Background: an optimization exercise with open tools, aiming at small area, a short achievable clock period and few clock cycles. Do not read the settings as production practice. Function was checked by simulation only, so behaviour that the tests miss may differ from the original. Power is estimated from default activity; no workload was simulated.

### flow/run.sh
#!/bin/bash
# synth_recipe.tcl (not shown) runs the flow's synth.tcl, then flattens the netlist and writes it again
# the make line also repeats each setting of config.mk as NAME=value (left out here)
make -C /OpenROAD-flow-scripts/flow DESIGN_CONFIG=/design/flow/config.mk WORK_HOME=/design/flow/orfs CLKGATE_MAP_FILE= SYNTH_SCRIPT=/design/flow/synth_recipe.tcl finish
### flow/config.mk
export PLATFORM = sky130hd
export DESIGN_NAME = riscx
export DESIGN_NICKNAME = riscx
export VERILOG_FILES = /design/flow/design.v
export SDC_FILE = /design/flow/constraint.sdc
export NUM_CORES = 4
export LEC_CHECK = 0
export CAP_MARGIN = 20
export CORE_MARGIN = 2
export CORE_UTILIZATION = 30
export PLACE_DENSITY = 0.5
export SLEW_MARGIN = 20
### flow/constraint.sdc
create_clock -name core_clock -period 10.0 [get_ports {clk}]
set_input_delay 2.0000 -clock core_clock [delete_from_list [all_inputs] [get_ports {clk}]]
set_output_delay 2.0000 -clock core_clock [all_outputs]
set_load 0.01 [all_outputs]
### flow/design.v
module dff
#(
    parameter DW        = 32,
    parameter RESET_VAL = 0
)
(
    input           clk,
    input           rst_n,
    input           wen,
    input  [DW-1:0] din,
    output [DW-1:0] qout
);
    reg [DW-1:0] qout_r;
    assign qout = qout_r;
    always @(posedge clk or negedge rst_n) begin
        if(~rst_n)
            qout_r <= RESET_VAL;
        else if(wen)
            qout_r <= din;
    end
endmodule
module pc_reg(
    input                  clk,
    input                  rst_n,
    input                  stall_i,
    input                  pipe_flush_i,
    input  [32-1:0] pipe_flush_pc_i,
    input  [32-1:0] pc_next_i,
    output [32-1:0] pc_o
);
    wire [32-1:0] pc_din = pipe_flush_i ? pipe_flush_pc_i : pc_next_i;
    wire wen = pipe_flush_i | ~stall_i;
    dff #(.DW(32), .RESET_VAL(0)) pc_dff(.clk(clk), .rst_n(rst_n), .wen(wen), .din(pc_din), .qout(pc_o));
endmodule
module fetch_mini_dec(
    input [32-1:0]    instr_i,
    output                      dec_bjp_o,  
    output                      dec_bxx_o,
    output                      dec_jal_o,
    output                      dec_jalr_o,
    output [5-1:0] dec_jalr_rs1_idx_o,
    output [32-1:0]          dec_bjp_imm_o
);
    wire [6:0] opcode = instr_i[6:0];
    assign dec_bxx_o  = (opcode == 7'b1100011);
    assign dec_jal_o  = (opcode == 7'b1101111);
    assign dec_jalr_o = (opcode == 7'b1100111);
    assign dec_bjp_o = dec_bxx_o | dec_jal_o | dec_jalr_o;
    assign dec_jalr_rs1_idx_o = instr_i[19:15];
    wire [32-1:0] bjp_imm_bxx  = { {19{instr_i[31]}}, instr_i[31],   instr_i[7],     instr_i[30:25], instr_i[11:8],  1'b0 };
    wire [32-1:0] bjp_imm_jal  = { {11{instr_i[31]}}, instr_i[31],   instr_i[19:12], instr_i[20],    instr_i[30:21], 1'b0};
    wire [32-1:0] bjp_imm_jalr = { {20{instr_i[31]}}, instr_i[31:20]};
    assign dec_bjp_imm_o = ({32{dec_bxx_o}}  & bjp_imm_bxx)
                         | ({32{dec_jal_o}}  & bjp_imm_jal)
                         | ({32{dec_jalr_o}} & bjp_imm_jalr);
endmodule
module ifu(
    input  [32-1:0]    pc_i,
    output [32-1:0]    if_pc_next_o,
    output [32-1:0]    imem_addr_o,
    input  [32-1:0] imem_rdata_i,
    output                    if_prdt_taken_o,
    output [32-1:0] if_instr_o,
    output [32-1:0]    if_pc_o
);
    wire [32-1:0] instr = imem_rdata_i;
    assign imem_addr_o = pc_i;
    assign if_pc_o     = pc_i;
    assign if_instr_o  = instr;
    wire                      dec_bjp;
    wire                      dec_bxx;
    wire                      dec_jal;
    wire                      dec_jalr;
    wire [5-1:0] dec_jalr_rs1_idx;
    wire [32-1:0]          dec_bjp_imm;
    fetch_mini_dec mini_dec_u(
        .instr_i            (instr),
        .dec_bjp_o          (dec_bjp),
        .dec_bxx_o          (dec_bxx),
        .dec_jal_o          (dec_jal),
        .dec_jalr_o         (dec_jalr),
        .dec_jalr_rs1_idx_o (dec_jalr_rs1_idx),
        .dec_bjp_imm_o      (dec_bjp_imm)
    );
    wire   prdt_taken = dec_jal | (dec_bxx & dec_bjp_imm[31]);
    assign if_prdt_taken_o = prdt_taken;
    wire [32-1:0] pc_add_op1 = pc_i;
    wire [32-1:0] pc_add_op2 = prdt_taken ? dec_bjp_imm : 32'd4;
    assign if_pc_next_o = pc_add_op1 + pc_add_op2;
endmodule
module if_id(
    input                     clk,
    input                     rst_n,
    input                     stall_i,  
    input                     flush_i,  
    input [32-1:0]     if_pc_i,
    input [32-1:0]  if_instr_i,
    input                     if_prdt_taken_i,
    output [32-1:0]    if_id_pc_o,
    output [32-1:0] if_id_instr_o,
    output                    if_id_prdt_taken_o
);
    wire wen = flush_i | ~stall_i;
    wire [32-1:0] instr_d      = flush_i ? 32'h00000013 : if_instr_i;
    wire                    prdt_taken_d = flush_i ? 1'b0       : if_prdt_taken_i;
    dff #(.DW(32),    .RESET_VAL(0))          pc_dff        (clk, rst_n, wen, if_pc_i,      if_id_pc_o);
    dff #(.DW(32), .RESET_VAL(32'h00000013)) instr_dff     (clk, rst_n, wen, instr_d,      if_id_instr_o);
    dff #(.DW(1),            .RESET_VAL(0))          prdt_taken_dff(clk, rst_n, wen, prdt_taken_d, if_id_prdt_taken_o);
endmodule
module id(
    input      [32-1:0]      pc_i,
    input      [32-1:0]   instr_i,
    output     [5-1:0] id_rs1_idx_o,
    output     [5-1:0] id_rs2_idx_o,
    output                          id_rs1_en_o,
    output                          id_rs2_en_o,
    input      [32-1:0]          rs1_rdata_i,
    input      [32-1:0]          rs2_rdata_i,
    input [5-1:0]      ex_rd_idx_i,
    input                           ex_rd_en_i,
    input [32-1:0]               ex_rd_wdata_i,
    input                           ex_ld_i,
    input [5-1:0]      ex_mem_ex_rd_idx_i,
    input                           ex_mem_ex_rd_en_i,
    input [32-1:0]               ex_mem_ex_rd_wdata_i,
    input [5-1:0]      mem_rd_idx_i,
    input                           mem_rd_en_i,
    input [32-1:0]               mem_rd_wdata_i,
    output     [32-1:0]          id_rs1_rdata_o,
    output     [32-1:0]          id_rs2_rdata_o,
    output     [32-1:0]          id_imm_o,
    output     [5-1:0] id_rd_idx_o,
    output                          id_rd_en_o,
    output                          id_stall_o
);
    wire [6:0] opcode = instr_i[6:0];
    wire [4:0] rd     = instr_i[11:7];
    wire [2:0] fun3   = instr_i[14:12];
    wire [4:0] rs1    = instr_i[19:15];
    wire [4:0] rs2    = instr_i[24:20];
    wire [6:0] fun7   = instr_i[31:25];
    assign id_rs1_idx_o = rs1;
    assign id_rs2_idx_o = rs2;
    assign id_rd_idx_o  = rd;
    wire rv32_op_imm = (opcode == 7'b00_100_11);
    wire rv32_op     = (opcode == 7'b01_100_11);
    wire rv32_branch = (opcode == 7'b11_000_11);
    wire rv32_jal    = (opcode == 7'b11_011_11);
    wire rv32_jalr   = (opcode == 7'b11_001_11);
    wire rv32_load   = (opcode == 7'b00_000_11);
    wire rv32_store  = (opcode == 7'b01_000_11);
    wire rv32_lui    = (opcode == 7'b01_101_11);
    wire rv32_auipc  = (opcode == 7'b00_101_11);
    wire rv32_system = (opcode == 7'b11_100_11);
    wire rv32_ecall  = rv32_system & (fun3 == 3'b000) & (instr_i[31:20] == 12'b0000_0000_0000);
    wire rv32_ebreak = rv32_system & (fun3 == 3'b000) & (instr_i[31:20] == 12'b0000_0000_0001);
    wire rv32_csrrwi = rv32_system & (fun3 == 3'b101);
    wire rv32_csrrsi = rv32_system & (fun3 == 3'b110);
    wire rv32_csrrci = rv32_system & (fun3 == 3'b111);
    wire rv32_need_rs1 = (~rv32_lui)    & (~rv32_auipc)  & (~rv32_jal)
                       & (~rv32_csrrwi) & (~rv32_csrrsi) & (~rv32_csrrci)
                       & (~rv32_ecall)  & (~rv32_ebreak);
    wire rv32_need_rs2 = rv32_op | rv32_branch | rv32_store;
    wire rv32_need_rd = (~rv32_ecall) & (~rv32_ebreak) & (~rv32_branch) & (~rv32_store);
    assign id_rs1_en_o = rv32_need_rs1;
    assign id_rs2_en_o = rv32_need_rs2;
    assign id_rd_en_o  = rv32_need_rd;
    wire [32-1:0] rv32_i_imm = { {20{instr_i[31]}}, instr_i[31:20] };
    wire [32-1:0] rv32_s_imm = { {20{instr_i[31]}}, instr_i[31:25], instr_i[11:7 ]};
    wire [32-1:0] rv32_b_imm = { {19{instr_i[31]}}, instr_i[31],    instr_i[7],     instr_i[30:25], instr_i[11:8 ], 1'b0 };
    wire [32-1:0] rv32_j_imm = { {11{instr_i[31]}}, instr_i[31],    instr_i[19:12], instr_i[20],    instr_i[30:21], 1'b0};
    wire [32-1:0] rv32_u_imm = { instr_i[31:12],    12'b0 };
    wire rv32_imm_sel_i = rv32_op_imm | rv32_load | rv32_jalr;
    wire rv32_imm_sel_s = rv32_store;
    wire rv32_imm_sel_b = rv32_branch;
    wire rv32_imm_sel_j = rv32_jal;
    wire rv32_imm_sel_u = rv32_lui | rv32_auipc;
    assign id_imm_o = ({32{rv32_imm_sel_i}} & rv32_i_imm)
                    | ({32{rv32_imm_sel_s}} & rv32_s_imm)
                    | ({32{rv32_imm_sel_b}} & rv32_b_imm)
                    | ({32{rv32_imm_sel_j}} & rv32_j_imm)
                    | ({32{rv32_imm_sel_u}} & rv32_u_imm);
    wire rs1_not_x0 = (rs1 != 5'd0);
    wire rs2_not_x0 = (rs2 != 5'd0);
    wire rs1_ex_fwd     = ((ex_rd_en_i        & rv32_need_rs1 & rs1_not_x0) & (rs1 == ex_rd_idx_i));
    wire rs1_mem_ex_fwd = ((ex_mem_ex_rd_en_i & rv32_need_rs1 & rs1_not_x0) & (rs1 == ex_mem_ex_rd_idx_i));
    wire rs1_mem_fwd    = ((mem_rd_en_i       & rv32_need_rs1 & rs1_not_x0) & (rs1 == mem_rd_idx_i));
    assign id_rs1_rdata_o = rs1_ex_fwd     ? ex_rd_wdata_i
                          : rs1_mem_ex_fwd ? ex_mem_ex_rd_wdata_i
                          : rs1_mem_fwd    ? mem_rd_wdata_i
                          : rs1_rdata_i;
    wire rs2_ex_fwd     = ((ex_rd_en_i        & rv32_need_rs2 & rs2_not_x0) & (rs2 == ex_rd_idx_i));
    wire rs2_mem_ex_fwd = ((ex_mem_ex_rd_en_i & rv32_need_rs2 & rs2_not_x0) & (rs2 == ex_mem_ex_rd_idx_i));
    wire rs2_mem_fwd    = ((mem_rd_en_i       & rv32_need_rs2 & rs2_not_x0) & (rs2 == mem_rd_idx_i));
    assign id_rs2_rdata_o = rs2_ex_fwd     ? ex_rd_wdata_i
                          : rs2_mem_ex_fwd ? ex_mem_ex_rd_wdata_i
                          : rs2_mem_fwd    ? mem_rd_wdata_i
                          : rs2_rdata_i;
    wire rs1_ld_use = ex_ld_i & rv32_need_rs1 & rs1_not_x0 & (rs1 == ex_rd_idx_i);
    wire rs2_ld_use = ex_ld_i & rv32_need_rs2 & rs2_not_x0 & (rs2 == ex_rd_idx_i);
    assign id_stall_o = rs1_ld_use | rs2_ld_use;
endmodule
module regfile
#(
    parameter reg_num = 32
)
(
    input                      clk,
    input                      rst_n,
    input                      wb_rd_en_i,
    input [5-1:0] wb_rd_idx_i,
    input [32-1:0]          wb_rd_wdata_i,
    input                      id_rs1_en_i,
    input                      id_rs2_en_i,
    input [5-1:0] id_rs1_idx_i,
    input [5-1:0] id_rs2_idx_i,
    output [32-1:0]         rf_rs1_rdata_o,
    output [32-1:0]         rf_rs2_rdata_o
);
    reg [32-1:0] reg_data [1:reg_num-1];
    integer i;
    always @(posedge clk or negedge rst_n) begin
        if(~rst_n) begin
            for(i = 1; i < reg_num; i = i + 1) begin
                reg_data[i] <= 32'b0;
            end
        end else if(wb_rd_en_i & (wb_rd_idx_i != 5'd0)) begin
            reg_data[wb_rd_idx_i] <= wb_rd_wdata_i;
        end
    end
    assign rf_rs1_rdata_o = ((id_rs1_idx_i == 5'd0) | ~id_rs1_en_i)   ? 32'b0
                          : ((id_rs1_idx_i == wb_rd_idx_i) & wb_rd_en_i) ? wb_rd_wdata_i
                          : reg_data[id_rs1_idx_i];
    assign rf_rs2_rdata_o = ((id_rs2_idx_i == 5'd0) | ~id_rs2_en_i)   ? 32'b0
                          : ((id_rs2_idx_i == wb_rd_idx_i) & wb_rd_en_i) ? wb_rd_wdata_i
                          : reg_data[id_rs2_idx_i];
endmodule
module id_ex(
    input                       clk,
    input                       rst_n,
    input                       flush_i,
    input  [32-1:0]      if_id_pc_i,
    input  [32-1:0]   if_id_instr_i,
    input                       if_id_prdt_taken_i,
    input  [32-1:0]          id_rs1_rdata_i,
    input  [32-1:0]          id_rs2_rdata_i,
    input  [32-1:0]          id_imm_i,
    input  [5-1:0] id_rd_idx_i,
    input                       id_rd_en_i,
    output [32-1:0]      id_ex_pc_o,
    output [32-1:0]   id_ex_instr_o,
    output                      id_ex_prdt_taken_o,
    output [32-1:0]          id_ex_rs1_rdata_o,
    output [32-1:0]          id_ex_rs2_rdata_o,
    output [32-1:0]          id_ex_imm_o,
    output [5-1:0] id_ex_rd_idx_o,
    output                      id_ex_rd_en_o
);
    wire wen = 1'b1;
    wire [32-1:0] instr_d      = flush_i ? 32'h00000013 : if_id_instr_i;
    wire                    prdt_taken_d = flush_i ? 1'b0       : if_id_prdt_taken_i;
    wire                    rd_en_d      = flush_i ? 1'b0       : id_rd_en_i;
    dff #(32     , 0)          pc_dff        (clk, rst_n, wen, if_id_pc_i,     id_ex_pc_o);
    dff #(32  , 32'h00000013) instr_dff     (clk, rst_n, wen, instr_d,        id_ex_instr_o);
    dff #(32         , 0)          alu_op1_dff   (clk, rst_n, wen, id_rs1_rdata_i, id_ex_rs1_rdata_o);
    dff #(32         , 0)          alu_op2_dff   (clk, rst_n, wen, id_rs2_rdata_i, id_ex_rs2_rdata_o);
    dff #(32         , 0)          alu_fun_dff   (clk, rst_n, wen, id_imm_i,       id_ex_imm_o);
    dff #(5, 0)          rd_idx_dff    (clk, rst_n, wen, id_rd_idx_i,    id_ex_rd_idx_o);
    dff #(1             , 0)          rd_en_dff     (clk, rst_n, wen, rd_en_d,        id_ex_rd_en_o);
    dff #(1             , 0)          prdt_taken_dff(clk, rst_n, wen, prdt_taken_d,   id_ex_prdt_taken_o);
endmodule
module ex(
    input  [32-1:0]      pc_i,
    input  [32-1:0]   instr_i,
    input                       prdt_taken,
    input  [5-1:0] rd_idx_i,
    input                       rd_en_i,
    input  [32-1:0]          rs1_rdata_i,
    input  [32-1:0]          rs2_rdata_i,
    input  [32-1:0]          imm_i,
    output [32-1:0]          ex_alu_res_o,  
    output                      ex_pipe_flush_o,
    output [32-1:0]      ex_pipe_flush_pc_o,
    output [5-1:0] ex_rd_idx_o,
    output                      ex_rd_en_o,
    output [32-1:0]          ex_rd_wdata_o,
    output                      ex_ld_o
);
    wire [6:0] opcode = instr_i[6:0];
    wire [4:0] rd     = instr_i[11:7];
    wire [2:0] fun3   = instr_i[14:12];
    wire [6:0] fun7   = instr_i[31:25];
    wire al    = (opcode == 7'b01_100_11);
    wire ali   = (opcode == 7'b00_100_11);
    wire ld    = (opcode == 7'b00_000_11);
    wire st    = (opcode == 7'b01_000_11);
    wire ld_st = ld | st;
    wire bxx   = (opcode == 7'b11_000_11);
    wire jal   = (opcode == 7'b11_011_11);
    wire jalr  = (opcode == 7'b11_001_11);
    wire lui   = (opcode == 7'b01_101_11);
    wire auipc = (opcode == 7'b00_101_11);
    wire al_ali = al | ali;
    assign ex_rd_idx_o   = rd;
    assign ex_rd_en_o    = (al_ali | lui | auipc | jal | jalr);
    assign ex_rd_wdata_o = ex_alu_res_o;
    assign ex_ld_o       = ld;
    wire fun_add     = (fun3 == 3'b000);
    wire fun_sll     = (fun3 == 3'b001);
    wire fun_slt     = (fun3 == 3'b010);
    wire fun_sltu    = (fun3 == 3'b011);
    wire fun_xor     = (fun3 == 3'b100);
    wire fun_srl     = (fun3 == 3'b101 & ~fun7[5]);
    wire fun_sra     = (fun3 == 3'b101 &  fun7[5]);
    wire fun_or      = (fun3 == 3'b110);
    wire fun_and     = (fun3 == 3'b111);
    wire op_sub  = (al      & fun_add & fun7[5]);
    wire op_add  = ((al_ali & fun_add & ~op_sub) | ld_st | lui | auipc | jal | jalr);
    wire op_sll  = (al_ali  & fun_sll);
    wire op_srl  = (al_ali  & fun_srl);
    wire op_sra  = (al_ali  & fun_sra);
    wire op_and  = (al_ali  & fun_and);
    wire op_or   = (al_ali  & fun_or);
    wire op_xor  = (al_ali  & fun_xor);
    wire op_slt  = (al_ali  & fun_slt);
    wire op_sltu = (al_ali  & fun_sltu);
    wire [32-1:0] alu_op1;
    wire [32-1:0] alu_op2;
    assign alu_op1 = lui                  ? 32'b0
                   : (auipc | jal | jalr) ? pc_i
                   : rs1_rdata_i;
    assign alu_op2 = (al | bxx)   ? rs2_rdata_i
                   : (jal | jalr) ? 32'd4
                   : imm_i;
    wire [32-1:0] add_res = alu_op1 + alu_op2;
    wire [32:0]   sub_full = {1'b0, alu_op1} + {1'b0, ~alu_op2} + 1'b1;
    wire [32-1:0] sub_res  = sub_full[32-1:0];
    wire [4:0]       shamt   = alu_op2[4:0];
    wire [32-1:0] sll_res = alu_op1 << shamt;
    wire [32-1:0] srl_res = alu_op1 >> shamt;
    wire [32-1:0] sra_res = $signed(alu_op1) >>> shamt;
    wire [32-1:0] and_res = alu_op1 & alu_op2;
    wire [32-1:0] or_res  = alu_op1 | alu_op2;
    wire [32-1:0] xor_res = alu_op1 ^ alu_op2;
    wire ltu = ~sub_full[32];
    wire lt  = (alu_op1[32-1] ^ alu_op2[32-1]) ? alu_op1[32-1] : sub_res[32-1];
    wire [32-1:0] slt_res  = { {(32-1){1'b0}}, lt  };
    wire [32-1:0] sltu_res = { {(32-1){1'b0}}, ltu };
    assign ex_alu_res_o = ({32{op_add}}  & add_res)
                        | ({32{op_sub}}  & sub_res)
                        | ({32{op_sll}}  & sll_res)
                        | ({32{op_srl}}  & srl_res)
                        | ({32{op_sra}}  & sra_res)
                        | ({32{op_and}}  & and_res)
                        | ({32{op_or}}   & or_res)
                        | ({32{op_xor}}  & xor_res)
                        | ({32{op_slt}}  & slt_res)
                        | ({32{op_sltu}} & sltu_res);
    wire beq  = bxx & (fun3 == 3'b000);
    wire bne  = bxx & (fun3 == 3'b001);
    wire blt  = bxx & (fun3 == 3'b100);
    wire bge  = bxx & (fun3 == 3'b101);
    wire bltu = bxx & (fun3 == 3'b110);
    wire bgeu = bxx & (fun3 == 3'b111);
    wire neq = (|xor_res);
    wire branch_res = (beq  & ~neq)
                    | (bne  &  neq)
                    | (blt  &  lt )
                    | (bge  & ~lt )
                    | (bltu &  ltu)
                    | (bgeu & ~ltu);
    assign ex_pipe_flush_o = (bxx & (branch_res ^ prdt_taken)) | jalr;
    wire [32-1:0] pipe_flush_pc_op1 = jalr ? rs1_rdata_i : pc_i;
    wire [32-1:0] pipe_flush_pc_op2 = jalr ? imm_i
                                           : prdt_taken ? 32'd4 : imm_i;
    wire [32-1:0] pipe_flush_pc_sum = pipe_flush_pc_op1 + pipe_flush_pc_op2;
    assign ex_pipe_flush_pc_o = {pipe_flush_pc_sum[32-1:1], pipe_flush_pc_sum[0] & ~jalr};
endmodule
module ex_mem(
    input                       clk,
    input                       rst_n,
    input  [32-1:0]      id_ex_pc_i,
    input  [32-1:0]   id_ex_instr_i,
    input  [32-1:0]          id_ex_rs2_rdata_i,
    input  [32-1:0]          ex_alu_res_i,
    input  [5-1:0] ex_rd_idx_i,
    input                       ex_rd_en_i,
    input  [32-1:0]          ex_rd_wdata_i,
    output [32-1:0]      ex_mem_pc_o,
    output [32-1:0]   ex_mem_instr_o,
    output [32-1:0]          ex_mem_rs2_rdata_o,
    output [32-1:0]          ex_mem_alu_res_o,
    output [5-1:0] ex_mem_ex_rd_idx_o,
    output                      ex_mem_ex_rd_en_o,
    output [32-1:0]          ex_mem_ex_rd_wdata_o
);
    wire wen = 1'b1;
    dff #(.DW(32),      .RESET_VAL(0))          pc_dff         (clk, rst_n, wen, id_ex_pc_i,        ex_mem_pc_o);
    dff #(.DW(32),   .RESET_VAL(32'h00000013)) instr_dff      (clk, rst_n, wen, id_ex_instr_i,     ex_mem_instr_o);
    dff #(.DW(32),          .RESET_VAL(0))          rs2_rdata_dff  (clk, rst_n, wen, id_ex_rs2_rdata_i, ex_mem_rs2_rdata_o);
    dff #(.DW(32),          .RESET_VAL(0))          alu_res_dff    (clk, rst_n, wen, ex_alu_res_i,      ex_mem_alu_res_o);
    dff #(.DW(5), .RESET_VAL(0))          ex_rd_idx_dff  (clk, rst_n, wen, ex_rd_idx_i,       ex_mem_ex_rd_idx_o);
    dff #(.DW(1),              .RESET_VAL(0))          ex_rd_en_dff   (clk, rst_n, wen, ex_rd_en_i,        ex_mem_ex_rd_en_o);
    dff #(.DW(32),          .RESET_VAL(0))          ex_rd_wdata_dff(clk, rst_n, wen, ex_rd_wdata_i,     ex_mem_ex_rd_wdata_o);
endmodule
module mem(
    input  [32-1:0]   ex_mem_instr_i,
    input  [32-1:0]          ex_mem_rs2_rdata_i,
    input  [32-1:0]          ex_mem_alu_res_i,
    output [32-1:0]          dmem_addr_o,
    output                      dmem_wen_o,
    output [3:0]                dmem_wstrb_o,
    output [32-1:0]          dmem_wdata_o,
    input  [32-1:0]          dmem_rdata_i,
    output [5-1:0] mem_rd_idx_o,
    output                      mem_rd_en_o,
    output [32-1:0]          mem_rd_wdata_o
);
    wire [6:0] opcode = ex_mem_instr_i[6:0];
    wire [2:0] fun3   = ex_mem_instr_i[14:12];
    assign mem_rd_idx_o = ex_mem_instr_i[11:7];
    wire ld = (opcode == 7'b00_000_11);
    wire st = (opcode == 7'b01_000_11);
    assign mem_rd_en_o = ld;
    wire [32-1:0] mem_addr = ex_mem_alu_res_i;
    wire [1:0]       byte_off = mem_addr[1:0];
    assign dmem_addr_o = mem_addr;
    assign dmem_wen_o  = st;
    wire sb = (fun3[1:0] == 2'b00);
    wire sh = (fun3[1:0] == 2'b01);
    assign dmem_wstrb_o = sb ? (4'b0001 << byte_off)
                        : sh ? (byte_off[1] ? 4'b1100 : 4'b0011)
                        : 4'b1111;
    assign dmem_wdata_o = sb ? {4{ex_mem_rs2_rdata_i[7:0]}}
                        : sh ? {2{ex_mem_rs2_rdata_i[15:0]}}
                        : ex_mem_rs2_rdata_i;
    wire [32-1:0] ld_shift = dmem_rdata_i >> {byte_off, 3'b000};
    wire             ld_uns   = fun3[2];
    wire [32-1:0] ld_data = sb ? { {24{~ld_uns & ld_shift[7]}},  ld_shift[7:0] }
                             : sh ? { {16{~ld_uns & ld_shift[15]}}, ld_shift[15:0] }
                             : dmem_rdata_i;
    assign mem_rd_wdata_o = mem_rd_en_o ? ld_data : 32'b0;
endmodule
module mem_wb(
    input                       clk,
    input                       rst_n,
    input [5-1:0]  ex_mem_ex_rd_idx_i,
    input                       ex_mem_ex_rd_en_i,
    input [32-1:0]           ex_mem_ex_rd_wdata_i,
    input [5-1:0]  mem_rd_idx_i,
    input                       mem_rd_en_i,
    input [32-1:0]           mem_rd_wdata_i,
    output [5-1:0] mem_wb_ex_rd_idx_o,
    output                      mem_wb_ex_rd_en_o,
    output [32-1:0]          mem_wb_ex_rd_wdata_o,
    output [5-1:0] mem_wb_mem_rd_idx_o,
    output                      mem_wb_mem_rd_en_o,
    output [32-1:0]          mem_wb_mem_rd_wdata_o
);
    wire wen = 1'b1;
    dff #(.DW(5), .RESET_VAL(0)) ex_rd_idx_dff  (clk, rst_n, wen, ex_mem_ex_rd_idx_i,   mem_wb_ex_rd_idx_o);
    dff #(.DW(1),              .RESET_VAL(0)) ex_rd_en_dff   (clk, rst_n, wen, ex_mem_ex_rd_en_i,    mem_wb_ex_rd_en_o);
    dff #(.DW(32),          .RESET_VAL(0)) ex_rd_wdata_dff(clk, rst_n, wen, ex_mem_ex_rd_wdata_i, mem_wb_ex_rd_wdata_o);
    dff #(.DW(5), .RESET_VAL(0)) mem_rd_idx_dff  (clk, rst_n, wen, mem_rd_idx_i,   mem_wb_mem_rd_idx_o);
    dff #(.DW(1),              .RESET_VAL(0)) mem_rd_en_dff   (clk, rst_n, wen, mem_rd_en_i,    mem_wb_mem_rd_en_o);
    dff #(.DW(32),          .RESET_VAL(0)) mem_rd_wdata_dff(clk, rst_n, wen, mem_rd_wdata_i, mem_wb_mem_rd_wdata_o);
endmodule
module wb(
    input [5-1:0]  mem_wb_ex_rd_idx_i,
    input                       mem_wb_ex_rd_en_i,
    input [32-1:0]           mem_wb_ex_rd_wdata_i,
    input [5-1:0]  mem_wb_mem_rd_idx_i,
    input                       mem_wb_mem_rd_en_i,
    input [32-1:0]           mem_wb_mem_rd_wdata_i,
    output                      wb_rd_en_o,
    output [5-1:0] wb_rd_idx_o,
    output [32-1:0]          wb_rd_wdata_o
);
    assign wb_rd_en_o = mem_wb_ex_rd_en_i | mem_wb_mem_rd_en_i;
    assign wb_rd_idx_o = ({5{mem_wb_ex_rd_en_i}}  & mem_wb_ex_rd_idx_i)
                       | ({5{mem_wb_mem_rd_en_i}} & mem_wb_mem_rd_idx_i);
    assign wb_rd_wdata_o = ({32{mem_wb_ex_rd_en_i}}  & mem_wb_ex_rd_wdata_i)
                         | ({32{mem_wb_mem_rd_en_i}} & mem_wb_mem_rd_wdata_i);
endmodule
module riscx(
    input                      clk,
    input                      rst_n,
    output [32-1:0]     imem_addr,
    input  [32-1:0]  imem_rdata,
    output [32-1:0]         dmem_addr,
    output                     dmem_wen,
    output [3:0]               dmem_wstrb,
    output [32-1:0]         dmem_wdata,
    input  [32-1:0]         dmem_rdata
);
    wire [32-1:0]    if_pc_next;
    wire [32-1:0]    pr_pc;
    wire [32-1:0]    if_pc;
    wire [32-1:0] if_instr;
    wire                    if_prdt_taken;
    wire [32-1:0]    if_id_pc;
    wire [32-1:0] if_id_instr;
    wire                    if_id_prdt_taken;
    wire                      id_rs1_en;
    wire                      id_rs2_en;
    wire [5-1:0] id_rs1_idx;
    wire [5-1:0] id_rs2_idx;
    wire [32-1:0]          rf_rs1_rdata;
    wire [32-1:0]          rf_rs2_rdata;
    wire [32-1:0]          id_rs1_rdata;
    wire [32-1:0]          id_rs2_rdata;
    wire [32-1:0]          id_imm;
    wire [5-1:0] id_rd_idx;
    wire                      id_rd_en;
    wire                      id_stall;
    wire [32-1:0]      id_ex_pc;
    wire [32-1:0]   id_ex_instr;
    wire                      id_ex_prdt_taken;
    wire [32-1:0]          id_ex_rs1_rdata;
    wire [32-1:0]          id_ex_rs2_rdata;
    wire [32-1:0]          id_ex_imm;
    wire [5-1:0] id_ex_rd_idx;
    wire                      id_ex_rd_en;
    wire                      ex_pipe_flush;
    wire [32-1:0]      ex_pipe_flush_pc;
    wire [32-1:0]          ex_alu_res;
    wire [5-1:0] ex_rd_idx;
    wire                      ex_rd_en;
    wire [32-1:0]          ex_rd_wdata;
    wire                      ex_ld;
    wire [32-1:0]      ex_mem_pc;
    wire [32-1:0]   ex_mem_instr;
    wire [32-1:0]          ex_mem_rs2_rdata;
    wire [32-1:0]          ex_mem_alu_res;
    wire [5-1:0] ex_mem_ex_rd_idx;
    wire                      ex_mem_ex_rd_en;
    wire [32-1:0]          ex_mem_ex_rd_wdata;
    wire [5-1:0] mem_rd_idx;
    wire                      mem_rd_en;
    wire [32-1:0]          mem_rd_wdata;
    wire [5-1:0] mem_wb_ex_rd_idx;
    wire                      mem_wb_ex_rd_en;
    wire [32-1:0]          mem_wb_ex_rd_wdata;
    wire [5-1:0] mem_wb_mem_rd_idx;
    wire                      mem_wb_mem_rd_en;
    wire [32-1:0]          mem_wb_mem_rd_wdata;
    wire [5-1:0] wb_rd_idx;
    wire                      wb_rd_en;
    wire [32-1:0]          wb_rd_wdata;
    pc_reg pc_reg_u(
        .clk             (clk),
        .rst_n           (rst_n),
        .stall_i         (id_stall),
        .pipe_flush_i    (ex_pipe_flush),
        .pipe_flush_pc_i (ex_pipe_flush_pc),
        .pc_next_i       (if_pc_next),
        .pc_o            (pr_pc)
    );
    ifu if_u(
        .pc_i               (pr_pc),
        .if_pc_next_o       (if_pc_next),
        .imem_addr_o        (imem_addr),
        .imem_rdata_i       (imem_rdata),
        .if_prdt_taken_o    (if_prdt_taken),
        .if_instr_o         (if_instr),
        .if_pc_o            (if_pc)
    );
    if_id if_id_u(
        .clk                (clk),
        .rst_n              (rst_n),
        .stall_i            (id_stall),
        .flush_i            (ex_pipe_flush),
        .if_pc_i            (if_pc),
        .if_instr_i         (if_instr),
        .if_prdt_taken_i    (if_prdt_taken),
        .if_id_pc_o         (if_id_pc),
        .if_id_instr_o      (if_id_instr),
        .if_id_prdt_taken_o (if_id_prdt_taken)
    );
    id id_u(
        .pc_i                 (if_id_pc),
        .instr_i              (if_id_instr),
        .id_rs1_idx_o         (id_rs1_idx),
        .id_rs2_idx_o         (id_rs2_idx),
        .id_rs1_en_o          (id_rs1_en),
        .id_rs2_en_o          (id_rs2_en),
        .rs1_rdata_i          (rf_rs1_rdata),
        .rs2_rdata_i          (rf_rs2_rdata),
        .ex_rd_idx_i          (ex_rd_idx),
        .ex_rd_en_i           (ex_rd_en),
        .ex_rd_wdata_i        (ex_rd_wdata),
        .ex_ld_i              (ex_ld),
        .ex_mem_ex_rd_idx_i   (ex_mem_ex_rd_idx),
        .ex_mem_ex_rd_en_i    (ex_mem_ex_rd_en),
        .ex_mem_ex_rd_wdata_i (ex_mem_ex_rd_wdata),
        .mem_rd_idx_i         (mem_rd_idx),
        .mem_rd_en_i          (mem_rd_en),
        .mem_rd_wdata_i       (mem_rd_wdata),
        .id_rs1_rdata_o       (id_rs1_rdata),
        .id_rs2_rdata_o       (id_rs2_rdata),
        .id_imm_o             (id_imm),
        .id_rd_idx_o          (id_rd_idx),
        .id_rd_en_o           (id_rd_en),
        .id_stall_o           (id_stall)
    );
    regfile regfile_u(
        .clk               (clk),
        .rst_n             (rst_n),
        .wb_rd_en_i        (wb_rd_en),
        .wb_rd_idx_i       (wb_rd_idx),
        .wb_rd_wdata_i     (wb_rd_wdata),
        .id_rs1_en_i       (id_rs1_en),
        .id_rs2_en_i       (id_rs2_en),
        .id_rs1_idx_i      (id_rs1_idx),
        .id_rs2_idx_i      (id_rs2_idx),
        .rf_rs1_rdata_o    (rf_rs1_rdata),
        .rf_rs2_rdata_o    (rf_rs2_rdata)
    );
    id_ex id_ex_u(
        .clk                (clk),
        .rst_n              (rst_n),
        .flush_i            (ex_pipe_flush | id_stall),
        .if_id_pc_i         (if_id_pc),
        .if_id_instr_i      (if_id_instr),
        .if_id_prdt_taken_i (if_id_prdt_taken),
        .id_rs1_rdata_i     (id_rs1_rdata),
        .id_rs2_rdata_i     (id_rs2_rdata),
        .id_imm_i           (id_imm),
        .id_rd_idx_i        (id_rd_idx),
        .id_rd_en_i         (id_rd_en),
        .id_ex_pc_o         (id_ex_pc),
        .id_ex_instr_o      (id_ex_instr),
        .id_ex_prdt_taken_o (id_ex_prdt_taken),
        .id_ex_rs1_rdata_o  (id_ex_rs1_rdata),
        .id_ex_rs2_rdata_o  (id_ex_rs2_rdata),
        .id_ex_imm_o        (id_ex_imm),
        .id_ex_rd_idx_o     (id_ex_rd_idx),
        .id_ex_rd_en_o      (id_ex_rd_en)
    );
    ex ex_u(
        .pc_i               (id_ex_pc),
        .instr_i            (id_ex_instr),
        .prdt_taken         (id_ex_prdt_taken),
        .rd_idx_i           (id_ex_rd_idx),
        .rd_en_i            (id_ex_rd_en),
        .rs1_rdata_i        (id_ex_rs1_rdata),
        .rs2_rdata_i        (id_ex_rs2_rdata),
        .imm_i              (id_ex_imm),
        .ex_alu_res_o       (ex_alu_res),
        .ex_pipe_flush_o    (ex_pipe_flush),
        .ex_pipe_flush_pc_o (ex_pipe_flush_pc),
        .ex_rd_idx_o        (ex_rd_idx),
        .ex_rd_en_o         (ex_rd_en),
        .ex_rd_wdata_o      (ex_rd_wdata),
        .ex_ld_o            (ex_ld)
    );
    ex_mem ex_mem_u(
        .clk                  (clk),
        .rst_n                (rst_n),
        .id_ex_pc_i           (id_ex_pc),
        .id_ex_instr_i        (id_ex_instr),
        .id_ex_rs2_rdata_i    (id_ex_rs2_rdata),
        .ex_alu_res_i         (ex_alu_res),
        .ex_rd_idx_i          (ex_rd_idx),
        .ex_rd_en_i           (ex_rd_en),
        .ex_rd_wdata_i        (ex_rd_wdata),
        .ex_mem_pc_o          (ex_mem_pc),
        .ex_mem_instr_o       (ex_mem_instr),
        .ex_mem_rs2_rdata_o   (ex_mem_rs2_rdata),
        .ex_mem_alu_res_o     (ex_mem_alu_res),
        .ex_mem_ex_rd_idx_o   (ex_mem_ex_rd_idx),
        .ex_mem_ex_rd_en_o    (ex_mem_ex_rd_en),
        .ex_mem_ex_rd_wdata_o (ex_mem_ex_rd_wdata)
    );
    mem mem_u(
        .ex_mem_instr_i     (ex_mem_instr),
        .ex_mem_rs2_rdata_i (ex_mem_rs2_rdata),
        .ex_mem_alu_res_i   (ex_mem_alu_res),
        .dmem_addr_o        (dmem_addr),
        .dmem_wen_o         (dmem_wen),
        .dmem_wstrb_o       (dmem_wstrb),
        .dmem_wdata_o       (dmem_wdata),
        .dmem_rdata_i       (dmem_rdata),
        .mem_rd_idx_o       (mem_rd_idx),
        .mem_rd_en_o        (mem_rd_en),
        .mem_rd_wdata_o     (mem_rd_wdata)
    );
    mem_wb mem_wb_u(
        .clk                   (clk),
        .rst_n                 (rst_n),
        .ex_mem_ex_rd_idx_i    (ex_mem_ex_rd_idx),
        .ex_mem_ex_rd_en_i     (ex_mem_ex_rd_en),
        .ex_mem_ex_rd_wdata_i  (ex_mem_ex_rd_wdata),
        .mem_rd_idx_i          (mem_rd_idx),
        .mem_rd_en_i           (mem_rd_en),
        .mem_rd_wdata_i        (mem_rd_wdata),
        .mem_wb_ex_rd_idx_o    (mem_wb_ex_rd_idx),
        .mem_wb_ex_rd_en_o     (mem_wb_ex_rd_en),
        .mem_wb_ex_rd_wdata_o  (mem_wb_ex_rd_wdata),
        .mem_wb_mem_rd_idx_o   (mem_wb_mem_rd_idx),
        .mem_wb_mem_rd_en_o    (mem_wb_mem_rd_en),
        .mem_wb_mem_rd_wdata_o (mem_wb_mem_rd_wdata)
    );
    wb wb_u(
        .mem_wb_ex_rd_idx_i    (mem_wb_ex_rd_idx),
        .mem_wb_ex_rd_en_i     (mem_wb_ex_rd_en),
        .mem_wb_ex_rd_wdata_i  (mem_wb_ex_rd_wdata),
        .mem_wb_mem_rd_idx_i   (mem_wb_mem_rd_idx),
        .mem_wb_mem_rd_en_i    (mem_wb_mem_rd_en),
        .mem_wb_mem_rd_wdata_i (mem_wb_mem_rd_wdata),
        .wb_rd_en_o            (wb_rd_en),
        .wb_rd_idx_o           (wb_rd_idx),
        .wb_rd_wdata_o         (wb_rd_wdata)
    );
endmodule
==> implementation parameters <==
Parameter                              Value

Power and ir drop
  Peak supply drop ... 212.1 uV
  Cell leakage power ... 39.99 nW
  Power share of the clock group ... 40.3%
  Net Switching ... 5.199 mW
  Combinational share of power ... 16.7%
  Switch share ... 32.11%
  Power Density ... 180.9 nW/um2
  Internal power ... 10.99 mW
  Power share of the sequential group ... 43.0%

GRT
  Largest net degree at the start of global routing ... 158
  Aggregate global-route resource usage ... 33.73%
  GRT overflow ... 0
  Wire length of the first global-routing pass ... 621400 um
  Antenna violations before repair ... 51
  Vias in the first global route ... 74020

STA
  Setup repair after global routing missed its margin ... no
  Portion of the clock cycle consumed by the worst path in the final layout ... 85.16%
  Number of failing setup endpoints in the final timing report ... 0
  Maximum achievable frequency ... 117.4 MHz
  Worst setup skew after layout ... 0.06301 ns
  Sum of negative setup slack ... 0 ns
  Worst-margin pin slew ... 1.378 ns
  Final Hold Fails ... 0
  Time the final worst path needs with I/O delays and setup ... 8.516 ns
  Final max-slew violation count ... 0
  Worst slew margin relative to its limit ... 8.117%

Yosys
  Cell variety after synth ... 100
  Predominant post-synthesis flop cell ... sky130_fd_sc_hd__dfrtp_1
  Number of synthesis warnings ... 6
  Count of state elements after synthesis ... 1417
  Async set-or-reset flop fraction in the synthesized netlist ... 97.74%
  Number of instances in the synthesized netlist ... 8983
  Part of the Yosys area used for sequential elements ... 46.00%
  EDFF count, synth ... 32
  Syn avg cell area ... 8.623 um2
  Netlist area before placement ... 77460 um2

Setup path
  Critical path arrival ... 9.27 ns
  Worst R2R Start ... id_ex_u.instr_dff.qout_r[4]$_DFF_PN1_
  Longest individual stage delay on the worst path ... 0.75 ns
  CP Data Required Time ... 10.76 ns
  Max Fanout on Critical Path ... 29
  Critical setup path kind ... reg -> reg
  CP startpoint kind ... flop
  Critical path origin ... id_ex_u.instr_dff.qout_r[4]$_DFF_PN1_
  Slowest stage cell on the critical path ... sky130_fd_sc_hd__a2111oi_0
  Endpoint class of the critical path ... flop

Floorplan
  Core Area ... 256900 um2
  Effective utilization at floorplan ... 30.15%
  Count of boundary I/O pins ... 167
  Number of rows created at floorplan ... 186
  Vertical extent of the die ... 512.1 um
  DIE WIDTH ... 512.1 um
  Die footprint ... 262300 um2

Job
  Max-cap violations ... 0

Route
  Detailed router's first-iteration violation count ... 14080
  Detailed-routing iteration count for the pre-antenna-repair pass ... 9
  Post-DR wirelength/cell ... 36.86 um
  Detail Route Antenna Nets ... 0
  Detailed-route DRC error count ... 0
  Final wirelength ... 457100 um
  Count of vias placed by the detailed router ... 79010
  Post-DR vias/cell ... 6.371

Clock network
  Sink count of the clock tree ... 1417
  Post-CTS setup buffer count ... 0
  Clock tree from TritonCTS ... built
  Count of hold-fix buffers inserted at cts ... 0
  Register clock-pin slew on the reported worst setup and hold paths ... 0.06 ns
  CTS HTree Levels ... 4
  Clock Tree Buf Depth ... 3
  Number of CTS-inserted buffers ... 161
  Clock tree root driver cell ... sky130_fd_sc_hd__clkbuf_16
  Clock network latency to the later pin of the worst-skew pair ... 0.86 ns
  Post-cts repair resize count ... 0

Cells and area
  Final standard cell utilization of the core ... 34.83%
  Cell area after layout ... 89500 um2
  Share of post-route cells with drive strength above 1 ... 8.843%
  Total Nets Final ... 9072
  Synthesis-to-finish area growth ... 15.54%

Placed design
  I/O Buffers ... 166
  Total half-perimeter wirelength after legalization and detailed placement ... 293700 um
  Placement Cell Area ... 83610 um2
  RD Place Congestion ... 1.019

Outcome
  Result of the run ... complete, no violations

Hold path
  Hold path start ... if_id_u.pc_dff.qout_r[29]$_DFFE_PN0P_
  Hold crit path type ... reg -> reg
[cell usage after synthesis (10+ instances only)]
cell type                  number  share of area (%)
sky130_fd_sc_hd__o211ai_1      89               0.86
sky130_fd_sc_hd__clkbuf_1     667                3.2
sky130_fd_sc_hd__buf_4         14               0.14
sky130_fd_sc_hd__o31ai_1       13               0.13
sky130_fd_sc_hd__mux2_2        41               0.60
sky130_fd_sc_hd__a31oi_1       22               0.18
sky130_fd_sc_hd__nand2_1     1150                5.6
sky130_fd_sc_hd__o21ai_0      602                3.9
sky130_fd_sc_hd__nand4_1       85               0.69
sky130_fd_sc_hd__mux2i_1       80                1.0
sky130_fd_sc_hd__and2_1        66               0.53
sky130_fd_sc_hd__a22o_1        47               0.53
sky130_fd_sc_hd__nor2b_1       48               0.39
sky130_fd_sc_hd__a21o_1        93               0.90
sky130_fd_sc_hd__a221o_1       23               0.30
sky130_fd_sc_hd__a21oi_1     1091                7.0
sky130_fd_sc_hd__o21ai_1       10              0.065
sky130_fd_sc_hd__nor2_1      1069                5.2
sky130_fd_sc_hd__buf_2         29               0.19
sky130_fd_sc_hd__a211o_1       18               0.20
sky130_fd_sc_hd__nand2b_1      31               0.25
sky130_fd_sc_hd__o221ai_1      61               0.69
sky130_fd_sc_hd__edfxtp_1      32                1.2
sky130_fd_sc_hd__or2_2         18               0.15
sky130_fd_sc_hd__a22oi_1      923                8.9
sky130_fd_sc_hd__nor3_1       113               0.73
sky130_fd_sc_hd__ha_1         159                2.6
sky130_fd_sc_hd__a221oi_1      54               0.61
sky130_fd_sc_hd__dfrtp_1     1376                 44
sky130_fd_sc_hd__nand3b_1      11               0.11
sky130_fd_sc_hd__nand3_1       88               0.57
sky130_fd_sc_hd__o21a_1        32               0.31
sky130_fd_sc_hd__a211oi_1      68               0.66
sky130_fd_sc_hd__and3_1        61               0.49
sky130_fd_sc_hd__a222oi_1      41               0.53
sky130_fd_sc_hd__inv_1        194               0.94
sky130_fd_sc_hd__xnor2_1       55               0.62
sky130_fd_sc_hd__o22ai_1       30               0.24
sky130_fd_sc_hd__nor4_1        61               0.49
sky130_fd_sc_hd__xor2_1        46               0.52
sky130_fd_sc_hd__o21bai_1      30               0.29
sky130_fd_sc_hd__buf_1         49               0.24
[logic make-up after synthesis]
family	Yosys count	synth area share [%]
compound gates	3358	27.75
buf+inv	960	4.792
mux	131	1.911
simple gates	2851	15.70
xor+xnor	101	1.142
fa+ha+maj	164	2.697
other cells	1	0.004841
flops	1417	46.00
[stage by stage]
step                setup WS (ns)  hold WS, ns  total power, mW  instances
CTS                         1.763       0.3755            16.13      12360
global route                1.173       0.3922            16.67      12360
global placement            1.799       0.3605            9.632      12060
detailed placement          1.829       0.3622            9.643      12060
floorplan                   3.298       0.3487            8.106       9015
finish                      1.484       0.3747            16.19      12400
[cells in the final DEF (no fill, tap or decap), types with 55 or more instances in the layout]
| cell | Yosys | layout |
|---|---|---|
| sky130_fd_sc_hd__and3_1 | 61 | 60 |
| sky130_fd_sc_hd__a21oi_1 | 1091 | 1088 |
| sky130_fd_sc_hd__buf_4 | 14 | 253 |
| sky130_fd_sc_hd__nor4_1 | 61 | 59 |
| sky130_fd_sc_hd__ha_1 | 159 | 159 |
| sky130_fd_sc_hd__nor2_1 | 1069 | 983 |
| sky130_fd_sc_hd__and2_1 | 66 | 65 |
| sky130_fd_sc_hd__a22oi_1 | 923 | 890 |
| sky130_fd_sc_hd__inv_1 | 194 | 194 |
| sky130_fd_sc_hd__a21o_1 | 93 | 93 |
| sky130_fd_sc_hd__o21ai_0 | 602 | 594 |
| sky130_fd_sc_hd__o211ai_1 | 89 | 89 |
| sky130_fd_sc_hd__nor2_4 | 0 | 83 |
| sky130_fd_sc_hd__nand4_1 | 85 | 85 |
| sky130_fd_sc_hd__nor3_1 | 113 | 111 |
| sky130_fd_sc_hd__mux2i_1 | 80 | 79 |
| sky130_fd_sc_hd__nand2_1 | 1150 | 1140 |
| sky130_fd_sc_hd__xnor2_1 | 55 | 55 |
| sky130_fd_sc_hd__clkbuf_16 | 0 | 167 |
| sky130_fd_sc_hd__a211oi_1 | 68 | 66 |
| sky130_fd_sc_hd__dfrtp_1 | 1376 | 1372 |
| sky130_fd_sc_hd__o221ai_1 | 61 | 61 |
| sky130_fd_sc_hd__nand3_1 | 88 | 86 |
| sky130_fd_sc_hd__clkdlybuf4s50_1 | 0 | 165 |
[flip-flops by register name (all words and copies together), names as in the netlist]
| name | flops |
|---|---|
| id_ex_u.pc_dff.qout_r | 32 |
| id_ex_u.instr_dff.qout_r | 16 |
| if_id_u.prdt_taken_dff.qout_r | 1 |
| pc_reg_u.pc_dff.qout_r | 32 |
| mem_wb_u.mem_rd_wdata_dff.qout_r | 32 |
| id_ex_u.alu_fun_dff.qout_r | 32 |
| mem_wb_u.ex_rd_wdata_dff.qout_r | 32 |
| ex_mem_u.instr_dff.qout_r | 15 |
| id_ex_u.alu_op2_dff.qout_r | 32 |
| if_id_u.pc_dff.qout_r | 32 |
| ex_mem_u.rs2_rdata_dff.qout_r | 32 |
| ex_mem_u.ex_rd_en_dff.qout_r | 1 |
| ex_mem_u.ex_rd_wdata_dff.qout_r | 32 |
| regfile_u.reg_data | 1024 |
| mem_wb_u.ex_rd_idx_dff.qout_r | 5 |
| id_ex_u.prdt_taken_dff.qout_r | 1 |
| mem_wb_u.ex_rd_en_dff.qout_r | 1 |
| id_ex_u.alu_op1_dff.qout_r | 32 |
| mem_wb_u.mem_rd_en_dff.qout_r | 1 |
| if_id_u.instr_dff.qout_r | 32 |
[routing by layer]
| layer | GRT usage (%) | wire (um) |
|---|---|---|
| met1 | 46.03 | 187000 |
| met2 | 46.21 | 182500 |
| met3 | 10.91 | 57050 |
| met4 | 19.53 | 30310 |
| met5 | 0.1826 | 303 |
[power groups by stage]
stage / clock [mW] / sequential (mW) / combinational (mW)
2_1_floorplan: 0 / 6.64 / 1.46
3_3_place_gp: 0 / 7.03 / 2.60
3_5_place_dp: 0 / 7.03 / 2.61
4_1_cts: 6.58 / 6.93 / 2.63
5_1_grt: 6.80 / 6.98 / 2.89
6_report: 6.53 / 6.96 / 2.70
[layout make-up]
class | instances | area (um2)
multi-input combinational | 6638 | 39280
sequential | 1417 | 35640
antenna | 39 | 97.59
clock buffer | 234 | 4761
fill | 26510 | 167400
tap | 3384 | 4234
inverter | 197 | 742.0
timing repair buffer | 427 | 3739
clock inverter | 66 | 1013
[critical path, delay by kind of cell (launching register included)]
kind | cells | cell delay [ns]
simple gates | 4 | 1.17
xor+xnor | 1 | 0.28
buf+inv | 2 | 0.67
fa+ha+maj | 2 | 1.04
mux | 1 | 0.39
flops | 1 | 0.61
compound gates | 16 | 4.26
[path summary, 6_finish.rpt]
kind	endpoint	slack, ns	depth (start not counted)
max in group asynchronous	mem_wb_u.ex_rd_wdata_dff.qout_r[18]$_DFF_PN0_	6.60	3
max reg2reg	pc_reg_u.pc_dff.qout_r[24]$_DFFE_PN0P_	1.48	26
min reg2reg	id_ex_u.pc_dff.qout_r[29]$_DFF_PN0_	0.37	0
max	pc_reg_u.pc_dff.qout_r[24]$_DFFE_PN0P_	1.48	26
min in group asynchronous	regfile_u.reg_data[10][30]$_DFFE_PN0P_	1.03	1
min	id_ex_u.pc_dff.qout_r[29]$_DFF_PN0_	0.37	0

separate check: timing with driven ports:
How much do the figures lean on ideal ports? The routed layout below was timed once more, with nothing changed but the port constraints. Step 1 sets driving cells, clkbuf_16 on the clock port and buf_2 on the other inputs (assumed; they add their load-dependent delay and slew). Step 2 also shifts input and output timing later by t, the mid clock arrival at the registers, as if the neighbouring blocks saw the same clock. Three values: ideal ports, drivers, drivers and shift; two values: the first two.
shift t [ns]: 0.924
slack for setup (ns): 1.484 / 1.484 / 1.484
worst setup path after step 2: register to register
worst data-port slew with drivers (ns): 0.09
After both steps setup and hold are still met in this run. The setup slack of this run moves by 0.000 ns with the drivers and by 0.000 ns with both steps.
